What follows belongs to an exercise in optimizing a design on an open flow for small area and a short achievable clock period; a production flow would make more cautious choices.
Where RTL was checked, it was by simulation tests only, not by an equivalence proof against the original.
Power and IR drop assume default switching activity.

== nickel ==
## Power_Spec_Cal
module Power_Spec_Cal(
           input wire clk,
           input wire rst,
           input wire dv,
           input wire [9:0] xk_index,
           input wire [24:0] fft_data_out_re,
           input wire [24:0] fft_data_out_im,
           output reg [49:0] Power_Spec,
           output reg data_valid,
           output reg dv_FFT
       );
reg [0:1] dv_reg;
always @(posedge clk or posedge rst) begin
    if (rst == 1'b1) begin
        dv_reg[0] <= 1'b0;
        dv_reg[1] <= 1'b0;
        data_valid <= 1'b0;
        dv_FFT <= 1'b0;
    end else begin
        dv_reg[0] <= dv & xk_index[9];
        dv_reg[1] <= dv_reg[0];
        data_valid <= dv_reg[1];
        dv_FFT <= dv;
    end
end
reg [24:0] re1, im1;
always @(posedge clk) begin re1 <= fft_data_out_re; im1 <= fft_data_out_im; end
reg [227:0] r2;
always @(posedge clk) r2[0] <= w0;
always @(posedge clk) r2[1] <= w654;
always @(posedge clk) r2[2] <= w702;
always @(posedge clk) r2[3] <= w1308;
always @(posedge clk) r2[4] <= w2108;
always @(posedge clk) r2[5] <= w2647;
always @(posedge clk) r2[6] <= w1320;
always @(posedge clk) r2[7] <= w2112;
always @(posedge clk) r2[8] <= w2648;
  ...
clock: 8.0 ns
lec_check: 0
cap_margin: 20
core_margin: 2
core_utilization: 40
place_density: 0.6
setup_slack_margin: 5
slew_margin: 20
synth_hierarchical: 1
synth_minimum_keep_size: 0
run.sh (not shown) runs the stock make flow with config.mk's settings and CLKGATE_MAP_FILE= SYNTH_SCRIPT=/design/flow/synth_recipe.tcl, a recipe that flattens the netlist after the stock synthesis.
Input changes introduced in violet (baseline for comparison: nickel):
- SETUP_SLACK_MARGIN removed (was 5)
==> comparison <==
- Final clock period utilization by the worst path in violet vs nickel: up 5.6 points
- Diff nickel -> violet: minimum period implied by the final worst setup slack climbed 0.45 ns, number of global-route vias before repair barely changed.
- violet | stages: all done | timing, DRC, antenna: all pass
- violet against nickel: total wire length after detailed routing went down about 0.34%; setup slack after layout lower; critical path depth lower.
- [compare] base=nickel new=violet: sequential share of layout area up 0.18 points, power density of the placed cells has decreased.
- The total chip power reported for violet is smaller than that of nickel by 130 uW.
- Status: minimum hold slack parity (nickel, violet)

* * *

## oak
Another version of the RTL of Power_Spec_Cal (not shown whole).
For scale: about 2,100 cells after synthesis, about 120 I/O pins, roughly 27,000 sq um of cells after synthesis.
Design Power_Spec_Cal, start of the top module:
module Power_Spec_Cal(
           input wire clk,
           input wire rst,
           input wire dv,
           input wire [9:0] xk_index,
           input wire [24:0] fft_data_out_re,
           input wire [24:0] fft_data_out_im,
           output reg [49:0] Power_Spec,
           output reg data_valid,
           output reg dv_FFT
       );
==> flow/config.mk <==
export PLATFORM = sky130hd
export DESIGN_NAME = Power_Spec_Cal
export DESIGN_NICKNAME = Power_Spec_Cal
export VERILOG_FILES = /design/flow/design.v
export SDC_FILE = /design/flow/constraint.sdc
export NUM_CORES = 4
export LEC_CHECK = 0
export CAP_MARGIN = 20
export CORE_MARGIN = 2
export CORE_UTILIZATION = 40
export CTS_CLUSTER_DIAMETER = 120
export CTS_CLUSTER_SIZE = 25
export PLACE_DENSITY = 0.6
export SLEW_MARGIN = 20
export SYNTH_HIERARCHICAL = 1
export SYNTH_MINIMUM_KEEP_SIZE = 0
==> flow/constraint.sdc <==
create_clock -name core_clock -period 8.0 [get_ports {clk}]
set_input_delay 1.6000 -clock core_clock [delete_from_list [all_inputs] [get_ports {clk}]]
set_output_delay 1.6000 -clock core_clock [all_outputs]
set_load 0.01 [all_outputs]
standard.sh (not shown) runs the stock make flow with config.mk's settings and CLKGATE_MAP_FILE= SYNTH_SCRIPT=/design/flow/synth_recipe.tcl, a recipe that flattens the netlist after the stock synthesis.
==> flow/flow/run.sh <==
#!/bin/bash
set -euo pipefail
MARGIN=$(cat flow/margin.txt)
PORTBUF=$(cat flow/port_buffer.txt)
bash standard.sh "SETUP_SLACK_MARGIN=$MARGIN" "BUFFER_PORTS_ARGS=-buffer_cell $PORTBUF" finish > standard_flow.log 2>&1
==> flow/flow/margin.txt <==
5.3
==> flow/flow/port_buffer.txt <==
sky130_fd_sc_hd__buf_2
Both conditions hold for oak: the flow ran to the end and the final layout passed the timing, design-rule and antenna checks.
Changes in pine relative to oak:
==> flow/flow/port_buffer.txt <==
sky130_fd_sc_hd__buf_1
--- outcome ---
Clock skew (higher): pine
The final reports for pine and oak show clock network latency to the later pin of the worst-skew pair lower in the former.
As far as detailed-routed wire length on met2 is concerned, pine and oak perform about the same.
Of pine and oak, the lower highest clock rate belongs to oak.
In the reports for pine and oak, the smaller transition at the pin with the smallest max-transition slack belongs to pine.
Any difference in total power per unit cell area between oak and pine is small enough to ignore.
No run of this note included a check of the RTL's function; only the layout flow was run.

* * *

Setup of build 48:
Another version of the RTL of Power_Spec_Cal (not shown whole).
Size: roughly 120 I/O pins, ~27000 um2 of cells after synthesis.
Settings: LEC_CHECK=0, CAP_MARGIN=20, CORE_MARGIN=2, CORE_UTILIZATION=40, CTS_CLUSTER_DIAMETER=120, CTS_CLUSTER_SIZE=25, PLACE_DENSITY=0.6, SLEW_MARGIN=20, SYNTH_HIERARCHICAL=1, SYNTH_MINIMUM_KEEP_SIZE=0, TNS_END_PERCENT=5; clock period 8.0 ns.
==> flow/flow/port_buffer.txt <==
sky130_fd_sc_hd__buf_2
Scripts as last shown in full above: flow/flow/run.sh, flow/flow/margin.txt
Build 48: done, clean on timing, DRC and antenna
Inputs modified between build 48 and build 26:
Settings: removing TNS_END_PERCENT (formerly 5).
Notes after the runs:
- Of build 26 and build 48, it is build 26 that has the lower number of cells on the critical path.
- Routed wire length of build 26 is on par with build 48.
- Build 26 ends up with higher share of total power in combinational logic than build 48 does.
- For area taken by flip-flops and latches, build 26 and build 48 come out practically identical.
Input changes introduced in build 28 (baseline for comparison: build 26):
==> flow/flow/margin.txt <==
5.35
==> flow/flow/port_buffer.txt <==
sky130_fd_sc_hd__buf_1
Results
- Of build 28 and build 26, it is build 28 that has the higher clock-buffer cell count.
- Changes observed in build 28 relative to build 26: tightest hold margin shrank by 0.011 ns, sum of negative setup slack held steady.
- Looking at overall power across build 26 and build 28, the one that comes out higher is build 28.
- Synthesized cell count came out exactly the same in build 26 and build 28.
- Build 28 reached the end of the flow, and the finished layout is clean on the timing, design-rule and antenna checks.
- Build 26: all stages complete, timing, DRC and antenna checks passed
- Build 28 gives more utilization than build 26 did.

* * *

Power_Spec_Cal, a different RTL version from the one above (not shown whole).
For scale: roughly 120 I/O pins.
make LEC_CHECK=0 CAP_MARGIN=20 CORE_MARGIN=2 CORE_UTILIZATION=60 PLACE_DENSITY=0.75 SETUP_SLACK_MARGIN=5 SLEW_MARGIN=20 SYNTH_HIERARCHICAL=1 SYNTH_MINIMUM_KEEP_SIZE=0 finish   # period 8.0 ns
run.sh (not shown) runs the stock make flow with config.mk's settings and CLKGATE_MAP_FILE= SYNTH_SCRIPT=/design/flow/synth_recipe.tcl, a recipe that flattens the netlist after the stock synthesis.
Stock flow here: none of the scripts above is used.
Change:
- CORE_UTILIZATION: 60 -> 40
- PLACE_DENSITY: 0.75 -> 0.6
After rerunning:
- The changed run finished with timing, DRC and antenna clean
- power shrinks by 0.39%
- setup slack gets better by 24 ps
- cell area came out higher by 1.7%
- sequential cell count does not change
- utilization went down by 22 points
- wire length increases by about 1.9%
- count of clock-buffer cells in the layout shrinks by 1
- clock power rose by about 7%
- final cell count grows by about 9%
- die area grows by 49%
- first-iteration DRC count decreases by 22%
Change:
- SETUP_SLACK_MARGIN: 5 -> default
Effect:
- The changed run went through all stages and came out clean
- sequential power hardly moves
- register-to-register slack gets worse by 520 ps
- wire length hardly moves
Change:
- CTS_BUF_LIST: default -> sky130_fd_sc_hd__clkbuf_4 sky130_fd_sc_hd__clkbuf_8
- SETUP_SLACK_MARGIN: default -> 5
Result: The new run went through all stages and came out clean. Setup slack gains 520 ps. Via count is higher by 1.4%. Count of clock-buffer cells in the layout is higher by 55. Global-route usage is higher by 0.22 points. Total power is higher by 0.70%. Fmax is higher by 17%. Wire length is higher by 0.42%. Register-to-register slack gains 520 ps. Design area is higher by 1.2%. Critical path depth stays the same. Area after synthesis does not change.

* * *

RTL: one of the versions met above, not the one the previous note started from.
Size: roughly 2100 cells after synthesis, roughly 120 I/O pins, ~27000 µm² of cells after synthesis.
==> flow/config.mk <==
export PLATFORM = sky130hd
export DESIGN_NAME = Power_Spec_Cal
export DESIGN_NICKNAME = Power_Spec_Cal
export VERILOG_FILES = /design/flow/design.v
export SDC_FILE = /design/flow/constraint.sdc
export NUM_CORES = 4
export LEC_CHECK = 0
export CAP_MARGIN = 0
export CORE_MARGIN = 2
export CORE_UTILIZATION = 40
export CTS_CLUSTER_DIAMETER = 120
export CTS_CLUSTER_SIZE = 25
export PLACE_DENSITY = 0.6
export SLEW_MARGIN = 0
export SYNTH_HIERARCHICAL = 1
export SYNTH_MINIMUM_KEEP_SIZE = 0
==> flow/constraint.sdc <==
create_clock -name core_clock -period 8.0 [get_ports {clk}]
set_input_delay 1.6000 -clock core_clock [delete_from_list [all_inputs] [get_ports {clk}]]
set_output_delay 1.6000 -clock core_clock [all_outputs]
set_load 0.01 [all_outputs]
standard.sh (not shown) runs the stock make flow with config.mk's settings and CLKGATE_MAP_FILE= SYNTH_SCRIPT=/design/flow/synth_recipe.tcl, a recipe that flattens the netlist after the stock synthesis.
==> flow/flow/margin.txt <==
5.3
==> flow/flow/port_buffer.txt <==
sky130_fd_sc_hd__buf_1
Scripts as last shown in full above: flow/flow/run.sh
The baseline finished clean.
Change:
Settings changed: CAP_MARGIN 0 to 10, SLEW_MARGIN 0 to 10.
The new run completed with no timing, DRC or antenna violations.
Non-clock buffer count does not change.
Sequential power stays flat.
Cell area is unchanged.
Count of clock-buffer cells in the layout does not change.
Worst hold slack is unchanged.
Change:
==> flow/flow/port_buffer.txt (replaced) <==
sky130_fd_sc_hd__buf_2
Settings changed: CAP_MARGIN 10 to 20, CORE_UTILIZATION 40 to 55, PLACE_DENSITY 0.6 to 0.7, SLEW_MARGIN 10 to 20.
Count of clock-buffer cells in the layout went down by 1.
Clock power is about the same.
Synthesized area is unchanged.
Synthesized cell count stays the same.
Core utilization went up by 16 points.
Wire length went down by 1.6%.
Change:
==> flow/flow/port_buffer.txt (replaced) <==
sky130_fd_sc_hd__buf_1
Settings changed: CORE_UTILIZATION 55 to 40, PLACE_DENSITY 0.7 to 0.6.
=> The changed run completed with no timing, DRC or antenna violations. Cell count climbs by 7.2%. Die area climbs by 37%. Synthesized cell count stays the same. Worst hold slack barely changes. Core utilization drops by 16 points.

* * *

Power_Spec_Cal again, from the RTL that the note above started with.
Design Power_Spec_Cal, start of the top module:
module Power_Spec_Cal(
           input wire clk,
           input wire rst,
           input wire dv,
           input wire [9:0] xk_index,
           input wire [24:0] fft_data_out_re,
           input wire [24:0] fft_data_out_im,
           output reg [49:0] Power_Spec,
           output reg data_valid,
           output reg dv_FFT
       );
reg [0:1] dv_reg;
always @(posedge clk or posedge rst) begin
    if (rst == 1'b1) begin
        dv_reg[0] <= 1'b0;
        dv_reg[1] <= 1'b0;
        data_valid <= 1'b0;
        dv_FFT <= 1'b0;
    end else begin
        dv_reg[0] <= dv & xk_index[9];
        dv_reg[1] <= dv_reg[0];
        data_valid <= dv_reg[1];
        dv_FFT <= dv;
    end
end
reg [24:0] re1, im1;
always @(posedge clk) begin re1 <= fft_data_out_re; im1 <= fft_data_out_im; end
reg [227:0] r2;
always @(posedge clk) r2[0] <= w0;
always @(posedge clk) r2[1] <= w674;
always @(posedge clk) r2[2] <= w722;
always @(posedge clk) r2[3] <= w1348;
always @(posedge clk) r2[4] <= w2148;
always @(posedge clk) r2[5] <= w2680;
always @(posedge clk) r2[6] <= w1360;
always @(posedge clk) r2[7] <= w2152;
always @(posedge clk) r2[8] <= w2681;
always @(posedge clk) r2[9] <= w2156;
always @(posedge clk) r2[10] <= w2684;
always @(posedge clk) r2[11] <= w2685;
always @(posedge clk) r2[12] <= w2688;
always @(posedge clk) r2[13] <= w2689;
always @(posedge clk) r2[14] <= w2692;
always @(posedge clk) r2[15] <= w2172;
always @(posedge clk) r2[16] <= w2176;
always @(posedge clk) r2[17] <= w2693;
always @(posedge clk) r2[18] <= w2696;
always @(posedge clk) r2[19] <= w2184;
always @(posedge clk) r2[20] <= w2697;
always @(posedge clk) r2[21] <= w2700;
always @(posedge clk) r2[22] <= w2701;
always @(posedge clk) r2[23] <= w2704;
always @(posedge clk) r2[24] <= w2708;
  ...
==> flow/config.mk <==
export PLATFORM = sky130hd
export DESIGN_NAME = Power_Spec_Cal
export DESIGN_NICKNAME = Power_Spec_Cal
export VERILOG_FILES = /design/flow/design.v
export SDC_FILE = /design/flow/constraint.sdc
export NUM_CORES = 4
export LEC_CHECK = 0
export CAP_MARGIN = 20
export CORE_MARGIN = 2
export CORE_UTILIZATION = 40
export CTS_CLUSTER_DIAMETER = 120
export CTS_CLUSTER_SIZE = 25
export GPL_ROUTABILITY_DRIVEN = 0
export PLACE_DENSITY = 0.6
export SLEW_MARGIN = 20
export SYNTH_HIERARCHICAL = 1
export SYNTH_MINIMUM_KEEP_SIZE = 0
==> flow/constraint.sdc <==
create_clock -name core_clock -period 8.0 [get_ports {clk}]
set_input_delay 1.6000 -clock core_clock [delete_from_list [all_inputs] [get_ports {clk}]]
set_output_delay 1.6000 -clock core_clock [all_outputs]
set_load 0.01 [all_outputs]
==> flow/flow/port_buffer.txt <==
sky130_fd_sc_hd__buf_1
Scripts as last shown in full above: flow/flow/run.sh, flow/flow/margin.txt
Next try:
==> flow/flow/margin.txt (replaced) <==
5.2
==> flow/flow/port_buffer.txt (replaced) <==
sky130_fd_sc_hd__buf_2
--- a/flow/config.mk
+++ b/flow/config.mk
@@ -13 +12,0 @@
-export GPL_ROUTABILITY_DRIVEN = 0
Power is lower by 1.5%.
Clock skew drops by 0.0046 ns.
Area after synthesis is unchanged.
Utilization fell by 0.26 points.
Worst setup slack degrades by 0.082 ns.
Next try:
==> flow/flow/margin.txt (replaced) <==
5.4
=> The new run produced a clean layout; die area stays the same; hold slack degrades by 0.0039 ns; combinational power is higher by 7.5%; synthesized area stays the same; worst setup slack gets better by 0.093 ns.
Next try:
==> flow/flow/run.sh (replaced) <==
#!/bin/bash
# Layout flow: the standard ORFS flow (standard.sh: standard synthesis,
# floorplan, place, CTS, route, finish), with these changes to how the layout
# is optimised; the clock period and all constraints stay the design's:
#  - the port buffers that the standard flow inserts are the cell in
#    flow/port_buffer.txt instead of the resizer's default choice;
#  - before the resizer's design repair, flow/presize.tcl gives the heavily
#    loaded input registers a stronger drive (same flip-flop type).
# Every tool's output goes to the ORFS logs under orfs/logs/, and the make
# output to standard_flow.log in this folder.
set -euo pipefail
MARGIN=$(cat flow/margin.txt)
PORTBUF=$(cat flow/port_buffer.txt)
bash standard.sh "SETUP_SLACK_MARGIN=$MARGIN" "BUFFER_PORTS_ARGS=-buffer_cell $PORTBUF" \
  "PRE_RESIZE_TCL=$PWD/flow/presize.tcl" finish > standard_flow.log 2>&1
==> flow/flow/margin.txt (replaced) <==
5.3
==> flow/flow/port_buffer.txt (replaced) <==
sky130_fd_sc_hd__buf_1
==> flow/flow/presize.tcl (new file) <==
set lc [get_lib_cell sky130_fd_sc_hd__dfxtp_4]
set n 0
foreach inst [get_cells -quiet {re1* im1*}] {
  if {[get_property [get_property $inst liberty_cell] name] eq "sky130_fd_sc_hd__dfxtp_1"} {
    replace_cell $inst $lc
    incr n
  }
}
puts "presize: $n input registers set to dfxtp_4"
Flip-flop and latch count does not change.
Utilization shrinks by 0.55 points.
Routed wire length shrinks by 0.68%.
Next try:
==> flow/flow/run.sh (replaced) <==
#!/bin/bash
set -euo pipefail
MARGIN=$(cat flow/margin.txt)
PORTBUF=$(cat flow/port_buffer.txt)
bash standard.sh "SETUP_SLACK_MARGIN=$MARGIN" "BUFFER_PORTS_ARGS=-buffer_cell $PORTBUF" finish > standard_flow.log 2>&1
--- a/flow/config.mk
+++ b/flow/config.mk
@@ -16,0 +17 @@
+export TNS_END_PERCENT = 20
removed: flow/flow/presize.tcl
Outcome: Wire length stays flat. Design area falls by about 1.5%. Core utilization falls by 0.65 points. Power falls by about 1.6%.

-- re-timing with driven ports --
Ports are ideal in the flow. The routed layouts listed here were re-timed in OpenROAD. Step 1 sets driving cells, clkbuf_16 on the clock port and buf_2 on the other inputs (assumed; they add their load-dependent delay and slew). Step 2 also shifts input and output timing later by t, the mid clock arrival at the registers, as if the neighbouring blocks saw the same clock. a / b / c = no drivers / after step 1 / after step 2; a / b = the first two.
| run | t (ns) | setup WS [ns] | worst setup path at the end | worst slew at a driven data input, ns | cell pins on the clock port's net |
|---|---|---|---|---|---|
| nickel | 0.669 | 5.033 / 5.033 / 5.033 | register to register | 0.04 | 1 |
| violet | 0.669 | 4.587 / 4.587 / 4.587 | register to register | 0.04 | 1 |
| oak | 0.663 | 5.301 / 5.242 / 5.332 | register to register | 0.05 | 1 |
| pine | 0.644 | 5.316 / 5.277 / 5.316 | register to register | 0.07 | 1 |
| build 48 | 0.651 | 5.113 / 5.113 / 5.113 | register to register | 0.06 | 1 |
| build 26 | 0.649 | 5.316 / 5.255 / 5.319 | register to register | 0.06 | 1 |
| build 28 | 0.645 | 5.326 / 5.266 / 5.369 | register to register | 0.05 | 1 |
| the first run of note 4 | 0.645 | 4.969 / 4.969 / 4.969 | register to register | 0.04 | 1 |
| the second run of note 4 | 0.657 | 4.993 / 4.993 / 4.993 | register to register | 0.04 | 1 |
| the third run of note 4 | 0.657 | 4.469 / 4.469 / 4.469 | register to register | 0.04 | 1 |
| the fourth run of note 4 | 0.718 | 4.990 / 4.990 / 4.990 | register to register | 0.04 | 1 |
| the first run of note 5 | 0.653 | 5.321 / 5.257 / 5.321 | register to register | 0.05 | 1 |
| the second run of note 5 | 0.653 | 5.321 / 5.257 / 5.321 | register to register | 0.05 | 1 |
| the third run of note 5 | 0.641 | 5.299 / 5.252 / 5.299 | register to register | 0.04 | 1 |
| the fourth run of note 5 | 0.643 | 5.326 / 5.266 / 5.346 | register to register | 0.05 | 1 |
| the first run of note 6 | 0.658 | 5.306 / 5.261 / 5.306 | register to register | 0.06 | 1 |
| the second run of note 6 | 0.650 | 5.225 / 5.225 / 5.225 | register to register | 0.07 | 1 |
| the third run of note 6 | 0.648 | 5.318 / 5.258 / 5.388 | register to register | 0.06 | 1 |
| the fourth run of note 6 | 0.649 | 5.320 / 5.260 / 5.330 | register to register | 0.05 | 1 |
| the fifth run of note 6 | 0.645 | 5.273 / 5.250 / 5.273 | register to register | 0.05 | 1 |
After both steps setup and hold are still met in every run listed.
